What follows belongs to an exercise in optimizing a design on an open flow for small area, a short achievable clock period and few clock cycles per item; a production flow would make more cautious choices. In this exercise RTL edits were held to simulation tests only and were not proved equivalent to the original.

Setup of the baseline:
==> module DIVIDER, before the edit <==
module DIVIDER (
    input  logic        clk, clr, go,
    input  logic [1:0]  func3,
    input  logic [31:0] rs1, rs2,
    output logic        done,
    output logic [31:0] rd
);
logic        iter;       
logic        done_r;
logic [31:0] R, Q;
logic [33:0] B;
logic [3:0]  cnt;
logic        neg_q, neg_r, is_rem;
logic        need_neg;
assign need_neg = is_rem ? neg_r : neg_q;
assign done = done_r;
logic [31:0] res;
assign res = is_rem ? R : Q;
assign rd  = need_neg ? -res : res;
logic        sgn, sa, sb;
logic [31:0] abs_a, abs_b;
assign sgn   = ~func3[0];
assign sa    = sgn & rs1[31];
assign sb    = sgn & rs2[31];
assign abs_a = sa ? -rs1 : rs1;
assign abs_b = sb ? -rs2 : rs2;
logic [5:0]  la, lb, za, zb;
logic [6:0]  dd;
logic        b_zero, short_op;
lzc32 lz_a (.x(rs1 ^ {32{sa}}), .n(la));
lzc32 lz_b (.x(rs2 ^ {32{sb}}), .n(lb));
assign za       = la - {5'b0, sa};           
assign zb       = lb[5] ? 6'd31 : lb;        
assign dd       = {1'b0, zb} - {1'b0, za};
assign b_zero   = (rs2 == 32'b0);
assign short_op = b_zero | dd[6];            
logic [33:0] b_sh;
assign b_sh = {2'b0, abs_b} << {dd[4:1], 1'b0};
logic [34:0] d1;
logic [35:0] d2;
logic [36:0] d3, csa_s, csa_c, x3, y3, z3;
logic        ge1, ge2, ge3;
assign d1 = {3'b0, R} - {1'b0, B};
assign d2 = {4'b0, R} - {1'b0, B, 1'b0};
assign x3 = {5'b0, R};
assign y3 = {3'b0, B};
assign z3 = ~{1'b0, B, 2'b0};
assign csa_s = x3 ^ y3 ^ z3;
assign csa_c = (x3 & y3) | (x3 & z3) | (y3 & z3);
assign d3 = csa_s + {csa_c[35:0], 1'b1};
assign ge1 = ~d1[34];
assign ge2 = ~d2[35];
assign ge3 = ~d3[36];
logic [31:0] r_next;
always_comb begin
    if (ge3)      r_next = d3[31:0];
    else if (ge2) r_next = d2[31:0];
    else if (ge1) r_next = d1[31:0];
    else          r_next = R;
end
always_ff @(posedge clk) begin
    if (clr) begin
        done_r <= 1'b1;
        iter   <= 1'b0;
    end else if (done_r) begin
        if (go) begin
            R      <= abs_a;
            B      <= b_sh;
            cnt    <= dd[4:1];
            Q      <= {32{b_zero}};
            is_rem <= func3[1];
            neg_r  <= sa;
            neg_q  <= (sa ^ sb) & ~b_zero;
            iter   <= ~short_op;
            done_r <= 1'b0;
        end
    end else if (iter) begin
        R   <= r_next;
        Q   <= {Q[29:0], ge2, ge3 | (ge1 & ~ge2)};
        B   <= {2'b0, B[33:2]};
        cnt <= cnt - 4'd1;
        if (cnt == 4'd0) begin
            iter   <= 1'b0;
            done_r <= 1'b1;
        end
    end else begin
        done_r <= 1'b1;
    end
end
endmodule
clock: 10.0 ns
lec_check: 0
abc_clock_period_in_ps: 3000
cap_margin: 20
core_margin: 2
core_utilization: 40
setup_slack_margin: 5
slew_margin: 20
run.sh (not shown) runs the stock make flow with config.mk's settings and CLKGATE_MAP_FILE= SYNTH_SCRIPT=/design/flow/synth_recipe.tcl, a recipe that flattens the netlist after the stock synthesis.
Testbench counts of the baseline, summed over its fixed seeds: cycles 19,601, items 3,200.
Relative to the baseline, the following input files were edited for the candidate:
diff --git a/flow/design.v b/flow/design.v
--- a/flow/design.v
+++ b/flow/design.v
@@ -10,14 +10,10 @@
 logic [31:0] R, Q;
 logic [33:0] B;
 logic [3:0]  cnt;
 logic        neg_q, neg_r, is_rem;
-logic        need_neg;
-assign need_neg = is_rem ? neg_r : neg_q;
 assign done = done_r;
-logic [31:0] res;
-assign res = is_rem ? R : Q;
-assign rd  = need_neg ? -res : res;
+assign rd   = is_rem ? R : Q;
 logic        sgn, sa, sb;
 logic [31:0] abs_a, abs_b;
 assign sgn   = ~func3[0];
 assign sa    = sgn & rs1[31];
@@ -57,8 +53,12 @@
     else if (ge2) r_next = d2[31:0];
     else if (ge1) r_next = d1[31:0];
     else          r_next = R;
 end
+logic [31:0] negx;
+assign negx = -(is_rem ? R : Q);
+logic need_neg;
+assign need_neg = is_rem ? neg_r : neg_q;
 always_ff @(posedge clk) begin
     if (clr) begin
         done_r <= 1'b1;
         iter   <= 1'b0;
@@ -79,12 +79,16 @@
         Q   <= {Q[29:0], ge2, ge3 | (ge1 & ~ge2)};
         B   <= {2'b0, B[33:2]};
         cnt <= cnt - 4'd1;
         if (cnt == 4'd0) begin
-            iter   <= 1'b0;
-            done_r <= 1'b1;
+            iter <= 1'b0;
+            if (~need_neg) done_r <= 1'b1;
         end
     end else begin
+        if (need_neg) begin
+            if (is_rem) R <= negx;
+            else        Q <= negx;
+        end
         done_r <= 1'b1;
     end
 end
 endmodule
## What came out
- The multi-input combinational area share number comes out higher for the candidate vs the baseline.
- Compared with the baseline, in the candidate minimum clock period after layout shows an increase of 0.33 ns, logic depth of the worst path, buffers included shows a reduction of 2.
- Compared with the baseline, in the candidate utilization decreased 0.69 points; data arrival time of the worst path increased 0.37 ns.
- Lower hold slack among the baseline and the candidate: the candidate
- In the candidate, the non-clock buffer count came out 3.0% above the value in the baseline.
- Initial core utilization, the baseline and the candidate: higher on the baseline
- Run comparison: the baseline commonest non-fill, non-tap cell in the layout inv_1; the candidate commonest non-fill, non-tap cell in the layout nand2_1
- Comparing total length of routed met3 wires for the baseline and the candidate, the smaller number came from the baseline.
- Synthesized netlist net count came out higher on the candidate than on the baseline.
Testbench counts of the candidate, summed over its fixed seeds: cycles 20,238, items 3,200.

========
## main
The RTL this note starts from:
==> flow/design.v <==
module DIVIDER (
    input  logic        clk, clr, go,
    input  logic [1:0]  func3,
    input  logic [31:0] rs1, rs2,
    output logic        done,
    output logic [31:0] rd
);
localparam logic S_PREP = 1'b0, S_ITER = 1'b1;
logic        state;
logic        done_r;
logic [31:0] R, B, Q;
logic [3:0]  cnt;
logic        neg_q, neg_r, is_rem;
logic        neg_out;    
assign done = done_r;
cneg32 rdneg (.x(R), .s(neg_out), .y(rd));
logic        sgn;
logic [31:0] abs_a, abs_b;
assign sgn   = ~func3[0];
cneg32 absa (.x(rs1), .s(sgn & rs1[31]), .y(abs_a));
cneg32 absb (.x(rs2), .s(sgn & rs2[31]), .y(abs_b));
logic [5:0]  za, zb;
logic [6:0]  dd;
logic        b_zero, short_op;
lzc32 lz_a (.x(R), .n(za));
lzc32 lz_b (.x(B), .n(zb));
assign dd       = {1'b0, zb} - {1'b0, za};
assign b_zero   = zb[5];
assign short_op = b_zero | dd[6];
logic [32:0] d1;
logic [33:0] d2;
logic [34:0] d3, csa_s, csa_c, x3, y3, z3;
logic        ge1, ge2, ge3;
addsk #(.W(33)) add1 (.a({1'b0, R}), .b(~{1'b0, B}), .cin(1'b1), .s(d1));
addsk #(.W(34)) add2 (.a({2'b0, R}), .b(~{1'b0, B, 1'b0}), .cin(1'b1), .s(d2));
assign x3 = {3'b0, R};
assign y3 = {3'b0, B};
assign z3 = ~{1'b0, B, 2'b0};
assign csa_s = x3 ^ y3 ^ z3;
assign csa_c = (x3 & y3) | (x3 & z3) | (y3 & z3);
addsk #(.W(35)) add3 (.a(csa_s), .b({csa_c[33:0], 1'b1}), .cin(1'b0), .s(d3));
assign ge1 = ~d1[32];
assign ge2 = ~d2[33];
assign ge3 = ~d3[34];
logic [31:0] r_next;
logic [1:0]  qd;
always_comb begin
    if (ge3)      r_next = d3[31:0];
    else if (ge2) r_next = d2[31:0];
    else if (ge1) r_next = d1[31:0];
    else          r_next = R;
end
assign qd = {ge2, ge3 | (ge1 & ~ge2)};
logic need_neg;
assign need_neg = is_rem ? neg_r : neg_q;
always_ff @(posedge clk) begin
    if (done_r) begin
        B      <= abs_b;
        is_rem <= func3[1];
        neg_r  <= sgn & rs1[31];
        neg_q  <= sgn & (rs1[31] ^ rs2[31]) & (rs2 != 32'b0);
    end else if (state == S_PREP) begin
        B      <= B << {dd[4:1], 1'b0};
    end else begin
        B      <= {2'b0, B[31:2]};
    end
    if (state == S_PREP) begin
        Q   <= 32'b0;
        cnt <= dd[4:1];
    end else begin
        Q   <= {Q[29:0], qd};
        cnt <= cnt - 4'd1;
    end
end
always_ff @(posedge clk) begin
    if (clr) begin
        done_r <= 1'b1;
        state  <= S_PREP;
    end else if (done_r) begin
        if (go) begin
            R      <= abs_a;
            state  <= S_PREP;
            done_r <= 1'b0;
        end
    end else begin
        case (state)
        S_PREP: begin
            if (short_op & ~is_rem) R <= {32{b_zero}};
            neg_out <= is_rem & neg_r;
            if (short_op) begin
                done_r <= 1'b1;
            end else begin
                state <= S_ITER;
            end
        end
        S_ITER: begin
            if ((cnt == 4'd0) & ~is_rem) R <= {Q[29:0], qd};
            else                         R <= r_next;
            if (cnt == 4'd0) begin
                neg_out <= need_neg;
                done_r  <= 1'b1;
            end
        end
        endcase
    end
end
endmodule
module cneg32 (
    input  logic [31:0] x,
    input  logic        s,
    output logic [31:0] y
);
    logic [31:0] orp;
    always_comb begin
        orp = x;
        for (int l = 0; l < 5; l++)
            for (int i = 0; i < 32; i++)
                if (i[l]) orp[i] = orp[i] | orp[((i >> l) << l) - 1];
    end
    assign y = x ^ ({orp[30:0], 1'b0} & {32{s}});
endmodule
module addsk #(parameter int W = 32, parameter int LG = 6) (
    input  logic [W-1:0] a, b,
    input  logic         cin,
    output logic [W-1:0] s
);
    logic [W-1:0] p, g, pp, gg;
    always_comb begin
        p  = a ^ b;
        g  = a & b;
        pp = p;
        gg = g;
        gg[0] = g[0] | (p[0] & cin);
        for (int l = 0; l < LG; l++)
            for (int i = 0; i < W; i++)
                if (i[l]) begin
                    gg[i] = gg[i] | (pp[i] & gg[((i >> l) << l) - 1]);
                    pp[i] = pp[i] & pp[((i >> l) << l) - 1];
                end
        s = p ^ {gg[W-2:0], cin};
    end
endmodule
module lzc32 (
    input  logic [31:0] x,
    output logic [5:0]  n
);
    logic [15:0] z1; logic [15:0] c1;
    logic [7:0]  z2; logic [1:0] c2 [8];
    logic [3:0]  z3; logic [2:0] c3 [4];
    logic [1:0]  z4; logic [3:0] c4 [2];
    logic [4:0]  c5;
    always_comb begin
        for (int i = 0; i < 16; i++) begin
            z1[i] = ~(x[2*i+1] | x[2*i]);
            c1[i] = ~x[2*i+1];
        end
        for (int i = 0; i < 8; i++) begin
            z2[i] = z1[2*i+1] & z1[2*i];
            c2[i] = z1[2*i+1] ? {1'b1, c1[2*i]} : {1'b0, c1[2*i+1]};
        end
        for (int i = 0; i < 4; i++) begin
            z3[i] = z2[2*i+1] & z2[2*i];
            c3[i] = z2[2*i+1] ? {1'b1, c2[2*i]} : {1'b0, c2[2*i+1]};
        end
        for (int i = 0; i < 2; i++) begin
            z4[i] = z3[2*i+1] & z3[2*i];
            c4[i] = z3[2*i+1] ? {1'b1, c3[2*i]} : {1'b0, c3[2*i+1]};
        end
        c5 = z4[1] ? {1'b1, c4[0]} : {1'b0, c4[1]};
        n  = (z4[1] & z4[0]) ? 6'd32 : {1'b0, c5};
    end
endmodule
module DIVIDER_wrapper(
    input clk, go, clr,
    input [1:0] func3,
    input [31:0] rs1, rs2,
    output done,
    output logic [31:0] rd);
    DIVIDER divider(.clk(clk), .clr(clr), .go(go), .func3(func3),
                    .rs1(rs1), .rs2(rs2), .done(done), .rd(rd));
endmodule
clock: 10.0 ns
lec_check: 0
abc_clock_period_in_ps: 3000
cap_margin: 20
core_margin: 2
core_utilization: 40
setup_slack_margin: 5
slew_margin: 20
Testbench counts of main, summed over its fixed seeds: cycles 21,603, items 3,200.
diff inputs: main => the feature branch
diff --git a/flow/design.v b/flow/design.v
--- a/flow/design.v
+++ b/flow/design.v
@@ -14,10 +14,10 @@
 logic        neg_out;    
 assign done = done_r;
-cneg32 rdneg (.x(R), .s(neg_out), .y(rd));
+addbk #(.W(32)) rdneg (.a(R ^ {32{neg_out}}), .b(32'b0), .cin(neg_out), .s(rd));
 logic        sgn;
 logic [31:0] abs_a, abs_b;
 assign sgn   = ~func3[0];
-cneg32 absa (.x(rs1), .s(sgn & rs1[31]), .y(abs_a));
-cneg32 absb (.x(rs2), .s(sgn & rs2[31]), .y(abs_b));
+assign abs_a = (sgn & rs1[31]) ? -rs1 : rs1;
+assign abs_b = (sgn & rs2[31]) ? -rs2 : rs2;
 logic [5:0]  za, zb;
 logic [6:0]  dd;
@@ -32,6 +32,6 @@
 logic [34:0] d3, csa_s, csa_c, x3, y3, z3;
 logic        ge1, ge2, ge3;
-addsk #(.W(33)) add1 (.a({1'b0, R}), .b(~{1'b0, B}), .cin(1'b1), .s(d1));
-addsk #(.W(34)) add2 (.a({2'b0, R}), .b(~{1'b0, B, 1'b0}), .cin(1'b1), .s(d2));
+addbk #(.W(33)) add1 (.a({1'b0, R}), .b(~{1'b0, B}), .cin(1'b1), .s(d1));
+addbk #(.W(34)) add2 (.a({2'b0, R}), .b(~{1'b0, B, 1'b0}), .cin(1'b1), .s(d2));
 assign x3 = {3'b0, R};
 assign y3 = {3'b0, B};
@@ -39,5 +39,5 @@
 assign csa_s = x3 ^ y3 ^ z3;
 assign csa_c = (x3 & y3) | (x3 & z3) | (y3 & z3);
-addsk #(.W(35)) add3 (.a(csa_s), .b({csa_c[33:0], 1'b1}), .cin(1'b0), .s(d3));
+addbk #(.W(35)) add3 (.a(csa_s), .b({csa_c[33:0], 1'b1}), .cin(1'b0), .s(d3));
 assign ge1 = ~d1[32];
 assign ge2 = ~d2[33];
@@ -106,19 +106,5 @@
 end
 endmodule
-module cneg32 (
-    input  logic [31:0] x,
-    input  logic        s,
-    output logic [31:0] y
-);
-    logic [31:0] orp;
-    always_comb begin
-        orp = x;
-        for (int l = 0; l < 5; l++)
-            for (int i = 0; i < 32; i++)
-                if (i[l]) orp[i] = orp[i] | orp[((i >> l) << l) - 1];
-    end
-    assign y = x ^ ({orp[30:0], 1'b0} & {32{s}});
-endmodule
-module addsk #(parameter int W = 32, parameter int LG = 6) (
+module addbk #(parameter int W = 32, parameter int LG = 6) (
     input  logic [W-1:0] a, b,
     input  logic         cin,
@@ -132,10 +118,14 @@
         gg = g;
         gg[0] = g[0] | (p[0] & cin);
-        for (int l = 0; l < LG; l++)
-            for (int i = 0; i < W; i++)
-                if (i[l]) begin
-                    gg[i] = gg[i] | (pp[i] & gg[((i >> l) << l) - 1]);
-                    pp[i] = pp[i] & pp[((i >> l) << l) - 1];
-                end
+        for (int i = 1; i <= LG; i++)
+            for (int j = 2**i - 1; j < W; j = j + 2**i) begin
+                gg[j] = gg[j] | (pp[j] & gg[j - 2**(i-1)]);
+                pp[j] = pp[j] & pp[j - 2**(i-1)];
+            end
+        for (int i = LG; i > 0; i--)
+            for (int j = 2**i + 2**(i-1) - 1; j < W; j = j + 2**i) begin
+                gg[j] = gg[j] | (pp[j] & gg[j - 2**(i-1)]);
+                pp[j] = pp[j] & pp[j - 2**(i-1)];
+            end
         s = p ^ {gg[W-2:0], cin};
     end
### Flow results
Diff main and the feature branch: total number of multi-input combinational cells lower in the feature branch. The feature branch vs main, instance count: the feature branch lower. Run comparison: the feature branch main combinational cell family by area after synthesis adder cells; main main combinational cell family by area after synthesis compound AO/OA/AOI/OAI gates. Summary of the feature branch over main: tap cell count up 6.
Testbench counts of the feature branch, summed over its fixed seeds: cycles 21,603, items 3,200.

-- static timing again, ports no longer ideal --
How much do the figures lean on ideal ports? The routed layouts below were timed once more, with nothing changed but the port constraints. Step 1 assumes that a clkbuf_16 drives the clock port and a buf_2 every other input. Step 2, shift: input delay + t, output delay - t, t = (earliest + latest rising clock arrival at the registers) / 2. This alone moves slack from input paths to output paths. a / b / c = ideal ports / drivers / drivers and shift; a / b = the first two.
run	t, ns	setup WS [ns]	pins driven straight from the clock port
the baseline	0.422	3.944 / 3.957 / 3.535	1
the candidate	0.430	3.609 / 3.635 / 3.205	1
main	0.423	4.942 / 4.888 / 4.744	1
the feature branch	0.419	4.844 / 4.794 / 4.676	1
After both steps every run listed still meets setup and hold. The setup slack of the baseline, which loses most, moves by +0.013 ns with the drivers and by -0.409 ns with both steps.
